This design comes from an exercise in tuning for small area, a short achievable clock period and few clock cycles per item on the open sky130 flow, not from production work. At most, simulation tests tie the RTL to the original design; equivalence was not proved. Only the layout flow was run in run 2; the RTL was not checked for function there.

## flow/design.v (module list and top-level ports; edited modules follow where they fit)
// module cordic_vec_top: 3843 lines
module cordic_vec_top (
    input  logic clk,
    input  logic rst_n,
    input  logic in_valid,
    output logic in_ready,
    input  logic signed [15:0] x_start,
    input  logic signed [15:0] y_start,
    output logic out_valid,
    input  logic out_ready,
    output logic signed [15:0] mag,
    output logic signed [31:0] theta
);
  // ...
==> flow/flow/run.sh <==
#!/bin/bash
# Own flow: the standard synthesis and layout (standard.sh), but with the
# post-synthesis / post-CTS / post-route repair_timing aiming at a larger
# setup margin (the clock period and all constraints stay the design's).
set -euo pipefail
MARGIN=$(cat flow/margin.txt)
bash standard.sh synth > synth.log 2>&1
# same make command as standard.sh, with SETUP_SLACK_MARGIN raised
CMD=$(grep '^make ' standard.sh | sed -e 's/"\${@:-finish}"//' -e "s/SETUP_SLACK_MARGIN=[^ ]*//")
eval "$CMD SETUP_SLACK_MARGIN=$MARGIN finish" > layout.log 2>&1
RES=$(ls -d orfs/results/*/cordic_vec_top/base)
: # left out here: write the final layout as DEF
==> flow/flow/margin.txt <==
5.9
==> flow/standard.sh <==
#!/bin/bash
# synth_recipe.tcl (not shown) runs the flow's synth.tcl, then flattens the netlist and writes it again
# the make line also repeats each setting of config.mk as NAME=value (left out here)
make -C /OpenROAD-flow-scripts/flow DESIGN_CONFIG=/design/flow/config.mk WORK_HOME=/design/flow/orfs CLKGATE_MAP_FILE= SYNTH_SCRIPT=/design/flow/synth_recipe.tcl "${@:-finish}"
==> flow/config.mk <==
export PLATFORM = sky130hd
export DESIGN_NAME = cordic_vec_top
export DESIGN_NICKNAME = cordic_vec_top
export VERILOG_FILES = /design/flow/design.v
export SDC_FILE = /design/flow/constraint.sdc
export NUM_CORES = 4
export LEC_CHECK = 0
export ABC_CLOCK_PERIOD_IN_PS = 2000
export CAP_MARGIN = 20
export CORE_MARGIN = 2
export CORE_UTILIZATION = 40
export CTS_CLUSTER_DIAMETER = 90
export CTS_CLUSTER_SIZE = 25
export SETUP_SLACK_MARGIN = 5
export SLEW_MARGIN = 20
==> flow/constraint.sdc <==
create_clock -name core_clock -period 9.0 [get_ports {clk}]
set_input_delay 1.8000 -clock core_clock [delete_from_list [all_inputs] [get_ports {clk}]]
set_output_delay 1.8000 -clock core_clock [all_outputs]
set_load 0.01 [all_outputs]
==> results by group, run 1 <==
Outcome
  – Outcome: finished clean

Clock network
  – CTS tree: done
  – Post-CTS Repair Setup Buffers: 45
  – Inserted Clock Buffers: 41
  – Clock tree sinks: 754

Drt
  – Number of routed nets with antenna violations: 0
  – DR DRC count: 0

Worst setup path
  – Crit-path cells: buf_6
  – Crit-path slowest cell: dfstp_2
  – Worst Path Required: 7.20 ns
  – R2R cell count: 11
  – Crit start category: register
  – CP Depth: 1
  – Critical path arrival: 1.26 ns

Global route
  – Remaining Overflow, GRT: 0
  – Initial antenna violation count: 1
  – First-pass GRT wire length: 131000 um

Worst hold path
  – Hold wc startpoint: s6_d[0]$_DFFE_PN_

STA
  – Worst-margin pin slew: 1.12 ns
  – # setup viols final: 0
  – Final TNS setup: 0 ns
  – F_max: 0.327 GHz

Synth
  – Post-synthesis mux area share: 1.27%
  – Syn avg cell area: 12.6 um2
  – Synth top area cells: edfxtp_1 (47%), ha_1 (11%), fa_1 (6.9%), xnor2_1 (6.1%), xor2_1 (5.8%)
  – Post-synth EDFFs: 687
  – Cell variety after synth: 77
  – Most frequent cell after synthesis: edfxtp_1
  – Cell area after synthesis: 0.0438 mm2

Final layout
  – Sequential cell count: 754
  – # fillers: 9896
  – Non-clk bufs: 190
  – Layout cells sized above 1: 8.87%

Floorplan
  – Tapcells: 1414
  – Initial core utilization: 40.3%
  – Die Height: 335 um

Placed design
  – Dpl hpwl: 60300 um
Testbench counts, summed over its fixed seeds: cycles 16,136, items 16,000.
==> run 2, diff against run 1 <==
--- a/flow/design.v
+++ b/flow/design.v
@@ -5,27 +5,27 @@
     output logic in_ready,
     input  logic signed [15:0] x_start,
     input  logic signed [15:0] y_start,
     output logic out_valid,
     input  logic out_ready,
     output logic signed [15:0] mag,
     output logic signed [31:0] theta
 );
-    logic k_v, o_v, adv;
-    assign adv = ~k_v;
+    logic i_v, o_v, adv;
+    assign adv = ~o_v | out_ready;
     logic rdy_q;
     assign in_ready = rdy_q;
-    logic o_en;
-    assign o_en = ~o_v | out_ready;
+    logic [15:0] i_x, i_y;
+    always_ff @(posedge clk) if (~i_v) begin i_x <= x_start; i_y <= y_start; end
     logic [15:0] s0_x, s0_y;
     logic s0_v;
     logic [15:0] e_x, e_y;
-    assign e_x = x_start;
-    assign e_y = y_start;
+    assign e_x = i_v ? i_x : x_start;
+    assign e_y = i_v ? i_y : y_start;
     logic e_xn, e_yn, e_xz, e_yz, e_sf;
     assign e_xn = e_x[15]; assign e_yn = e_y[15];
     assign e_xz = (e_x == 16'd0); assign e_yz = (e_y == 16'd0);
     assign e_sf = (~e_xn & ~e_xz & ~e_yn) | (e_xn & (e_yn | e_yz));
     logic s0_cyn, s0_cxn, s0_d0;
     logic [1:0] s0_q;
     always_ff @(posedge clk) if (adv) begin
         s0_x <= e_x; s0_y <= e_y;
@@ -3798,46 +3798,42 @@
             s8_v <= 1'b0;
             s9_v <= 1'b0;
             s10_v <= 1'b0;
             s11_v <= 1'b0;
             s12_v <= 1'b0;
             s13_v <= 1'b0;
             s14_v <= 1'b0;
             s15_v <= 1'b0;
-            k_v <= 1'b0;
+            i_v <= 1'b0;
             rdy_q <= 1'b1;
             o_v <= 1'b0;
         end else begin
             if (adv) begin
-                s0_v <= in_valid;
+                s0_v <= i_v | in_valid;
                 s1_v <= s0_v;
                 s2_v <= s1_v;
                 s3_v <= s2_v;
                 s4_v <= s3_v;
                 s5_v <= s4_v;
                 s6_v <= s5_v;
                 s7_v <= s6_v;
                 s8_v <= s7_v;
                 s9_v <= s8_v;
                 s10_v <= s9_v;
                 s11_v <= s10_v;
                 s12_v <= s11_v;
                 s13_v <= s12_v;
                 s14_v <= s13_v;
                 s15_v <= s14_v;
+                o_v <= s15_v;
             end
-            k_v <= ~o_en & (k_v | s15_v);
-            rdy_q <= o_en | ~(k_v | s15_v);
-            if (o_en) o_v <= k_v | s15_v;
+            i_v <= ~adv & (i_v | in_valid);
+            rdy_q <= adv | ~(i_v | in_valid);
         end
     end
-    logic [15:0] k_mag, o_mag;
-    logic [31:0] k_theta, o_theta;
-    always_ff @(posedge clk) if (adv) begin k_mag <= f_mag; k_theta <= f_theta; end
-    always_ff @(posedge clk) if (o_en) begin
-        o_mag <= k_v ? k_mag : f_mag;
-        o_theta <= k_v ? k_theta : f_theta;
-    end
+    logic [15:0] o_mag;
+    logic [31:0] o_theta;
+    always_ff @(posedge clk) if (adv) begin o_mag <= f_mag; o_theta <= f_theta; end
     assign out_valid = o_v;
     assign mag = o_mag;
     assign theta = o_theta;
 endmodule
==> run 2 against run 1 <==
First-iteration DRC count fell by 8.6%. Non-clock buffer count rose by 21. Largest cell class unchanged. Still clean. Critical endpoint is now s3_x[16]$_DFFE_PP_.
==> results by group, run 2 <==
Outcome
  – Outcome: finished clean (unchanged)

Final layout
  – Final nets: 4077 (was 4195)
  – Layout cells sized above 1: 12.3% (was 8.87%)
  – Most frequent cells in the layout: edfxtp_1 (686), ha_1 (351), xnor2_1 (303) (was edfxtp_1 (687), ha_1 (369), xnor2_1 (303))
  – # fillers: 9571 (was 9896)
  – Final instance area: 0.0485 mm2 (about the same)
  – Commonest non-fill, non-tap cell in the layout: edfxtp_1 (unchanged)
  – N_diodes: 0 (was 1)
  – Top flop regs: o_theta: 31 flops, s15_zu: 31 flops, s15_zv: 28 flops (was k_theta: 32 flops, o_theta: 32 flops, s15_zu: 31 flops)
  – Layout area overhead: 13.2% (was 10.8%)

STA
  – Slew margin rel.: 31.2% (was 25.4%)
  – Slew Viols, Final: 0 (unchanged)
  – Clock skew: 0.0273 ns (was 0.0359 ns)
  – Final period util: 35.3% (was 34.0%)
  – Fin worst setup slack: 5.82 ns (was 5.94 ns)
  – Final hold vios: 0 (unchanged)
  – Final worst hold slack: 0.407 ns (was 0.409 ns)
  – RSZ-0062 raised after global routing: true (unchanged)
  – Tmin final: 3.18 ns (was 3.06 ns)
  – Final TNS setup: 0 ns (unchanged)
  – F_max: 0.315 GHz (was 0.327 GHz)
  – # setup viols final: 0 (unchanged)
  – Worst-margin pin slew: 1.03 ns (was 1.12 ns)

Synth
  – FFs w/ async S/R, synth: 2.58% (was 2.52%)
  – Register area share after synthesis: 50.6% (was 50.4%)
  – Post-synth EDFFs: 686 (was 687)
  – YS warnings: 1 (unchanged)
  – Syn avg cell area: 12.9 um2 (was 12.6 um2)
  – Synth cell count leaders: edfxtp_1 (686), ha_1 (371), xnor2_1 (310), xor2_1 (286), inv_1 (255) (was edfxtp_1 (687), ha_1 (371), xnor2_1 (305), xor2_1 (292), inv_1 (265))
  – Yosys top cell by area: edfxtp_1 (unchanged)
  – Synth top area cells: edfxtp_1 (48%), ha_1 (11%), fa_1 (7.0%), xnor2_1 (6.3%), xor2_1 (5.8%) (was edfxtp_1 (47%), ha_1 (11%), fa_1 (6.9%), xnor2_1 (6.1%), xor2_1 (5.8%))
  – Cell area after synthesis: 0.0429 mm2 (was 0.0438 mm2)
  – Top cell type's share of synthesized area: 48.0% (was 47.1%)
  – Most frequent cell after synthesis: edfxtp_1 (unchanged)
  – Main synth FF type: edfxtp_1 (unchanged)
  – Syn_nets: 3885 (was 4044)
  – FF+latch count, synth: 737 (was 754)
  – Cell variety after synth: 88 (was 77)
  – Synth Instances: 3327 (was 3486)

Worst setup path
  – Crit-path cells: buf_12, xor2_1, ha_1, a21o_1, a21oi_2, a31oi_4, o2111ai_4, a31oi_4, o21a_1, o21a_1, and2_1, ha_2, xor2_1 (was buf_6)
  – Crit end category: register (was output port)
  – Critical path arrival: 3.57 ns (was 1.26 ns)
  – Critical path type: reg -> reg (was reg -> out)
  – Crit-path slowest cell: edfxtp_1 (was dfstp_2)
  – Critical Path Fanout Max: 10 (was 1)
  – Slowest Stage Delay on Critical Path: 0.44 ns (was 0.54 ns)
  – Worst Path Required: 9.39 ns (was 7.20 ns)
  – Crit start category: register (unchanged)

Placed design
  – Routability cong.: 0.845 (was 0.851)
  – Pre-CTS worst setup slack: 4.48 ns (was 5.34 ns)
  – Buffers on Ports: 84 (was 85)
  – Dpl hpwl: 59800 um (was 60300 um)
  – Area after DPL: 0.0454 mm2 (was 0.0462 mm2)

Clock network
  – Worst-skew pair later-pin latency: 0.64 ns (was 0.63 ns)
  – # hold bufs at CTS: 0 (unchanged)
  – Root Buffer Master: clkbuf_16 (unchanged)
  – Inserted Clock Buffers: 42 (was 41)
  – Clock tree sinks: 737 (was 754)
  – Maximum buffer depth of the clock tree: 3 (unchanged)
  – Htree depth: 2 (unchanged)
  – Clock slew at reported path FFs: 0.09 ns (about the same)
  – CTS tree: done (unchanged)

Drt
  – DRT iter0 DRCs: 1187 (was 1298)
  – Number of routed nets with antenna violations: 0 (unchanged)
  – TritonRoute pass-1 iters: 5 (unchanged)
  – Post-DR wirelength/cell: 16.7 um (was 16.1 um)
  – Via-to-Cell Ratio: 4.96 (was 4.97)
  – Via count: 24500 (was 25200)
  – DR DRC count: 0 (unchanged)
  – DRT Wirelength: 82600 um (was 81700 um)

Floorplan
  – IO Pins: 86 (unchanged)
  – Die Height: 331 um (was 335 um)
  – Initial core utilization: 40.2% (was 40.3%)
  – Die X-Extent: 331 um (was 335 um)
  – Core Area: 0.107 mm2 (was 0.109 mm2)
  – DIE AREA: 0.110 mm2 (was 0.112 mm2)
  – Core Rows: 120 (was 121)

Global route
  – First-pass GRT wire length: 131000 um (about the same)
  – Vias in the first global route: 24800 (was 25000)
  – Initial antenna violation count: 0 (was 1)
  – Remaining Overflow, GRT: 0 (unchanged)
  – Largest net degree at the start of global routing: 181 (was 183)
  – Gr usage total: 14.9% (was 14.5%)

Worst hold path
  – Hold WC Path Type: reg -> reg (unchanged)

Run
  – Max Cap Viol: 0 (unchanged)
-- run 2: cells by family (layout without fill, tap and decap cells) --
| logic type | Yosys count | after routing | synth area share (%) |
|---|---|---|---|
| fa+ha+maj | 522 | 522 | 17.9 |
| buf+inv | 321 | 535 | 2.90 |
| other cells | 1 | 1 | 0.00875 |
| simple gates | 556 | 557 | 6.35 |
| mux | 71 | 71 | 1.89 |
| flops | 737 | 737 | 50.6 |
| compound gates | 523 | 523 | 8.16 |
| xor+xnor | 596 | 596 | 12.2 |
-- run 2: critical path: cells and delay by family (launching register included) --
kind,cells,cell delay [ns]
AND/OR/NAND/NOR,1,0.15
AO/OA/AOI/OAI,7,1.36
buffers and inverters,1,0.18
flip-flops,1,0.44
XOR/XNOR,2,0.30
adder cells (fa/ha/maj),2,0.50
-- run 2: cell type report --
type | count | area [um2] | area share, %
sequential | 737 | 21700 | 44.8
multi-input combinational | 2270 | 20700 | 42.6
timing repair buffer | 211 | 1990 | 4.11
tap | 1403 | 1760 | 3.62
clock buffer | 48 | 1130 | 2.32
inverter | 257 | 971 | 2.00
clock inverter | 19 | 289 | 0.596
-- run 2: path summary, 6_finish.rpt --
path | slack (ns) | endpoint | cells past startpoint | from
max | 5.82 | s3_x[16]$_DFFE_PP_ | 13 | s2_y[15]$_DFFE_PP_
min | 0.41 | s6_q[1]$_DFFE_PP_ | 0 | s5_q[1]$_DFFE_PP_
max reg2reg | 5.82 | s3_x[16]$_DFFE_PP_ | 13 | s2_y[15]$_DFFE_PP_
min reg2reg | 0.41 | s6_q[1]$_DFFE_PP_ | 0 | s5_q[1]$_DFFE_PP_
max in group asynchronous | 6.77 | o_v$_DFFE_PN0P_ | 1 | rst_n
min in group asynchronous | 1.64 | i_v$_DFF_PN0_ | 1 | rst_n
-- run 2: timing repair --
action                                  in CTS  in global routing
endpoints found under the setup margin     663                356
gates resized for setup                    227                126
buffers inserted                            58                 43
pin swaps                                   30                 68
gates cloned                                 6                  1
-- run 2: per-stage QoR --
stage          utilization, %  instances
5_1_grt                  45.5       4945
3_3_place_gp             42.6       4770
4_1_cts                  44.7       4901
3_5_place_dp             42.6       4770
6_report                 45.5       4945
2_1_floorplan               -       3327
-- run 2: routing by layer --
layer / vias up / track usage [%] / part of all wire (%)
met1: 11900 / 18.0 / 42
met4: 0 / 4.28 / 2.7
met2: 319 / 27.3 / 52
met5: - / 0 / 0
li1: 12200 / - / -
met3: 119 / 2.22 / 3.0

==> what the ideal ports hide <==
No port has a modelled driver above. Below, the same layouts with a new extraction and two added sets of constraints. Step 1: set_driving_cell puts a clkbuf_16 on clk and a buf_2 on each other input, an assumption about the parent block. Step 2 times the ports against the registers' clock, not the clock port: input delays grow and output delays shrink by t, the midpoint of the rising clock arrivals with the driver on. Slacks: ideal ports / drivers / drivers and shift; pairs: ideal ports / drivers.
run | shift t [ns] | setup WS [ns] | clock arrival spread, ns
run 1 | 0.681 | 5.944 / 5.874 / 5.375 | 0.041 / 0.041
run 2 | 0.693 | 5.820 / 5.820 / 5.242 | 0.030 / 0.030
After both steps every run listed still meets setup and hold. The setup slack of run 2, which loses most, moves by 0.000 ns with the drivers and by -0.578 ns with both steps.
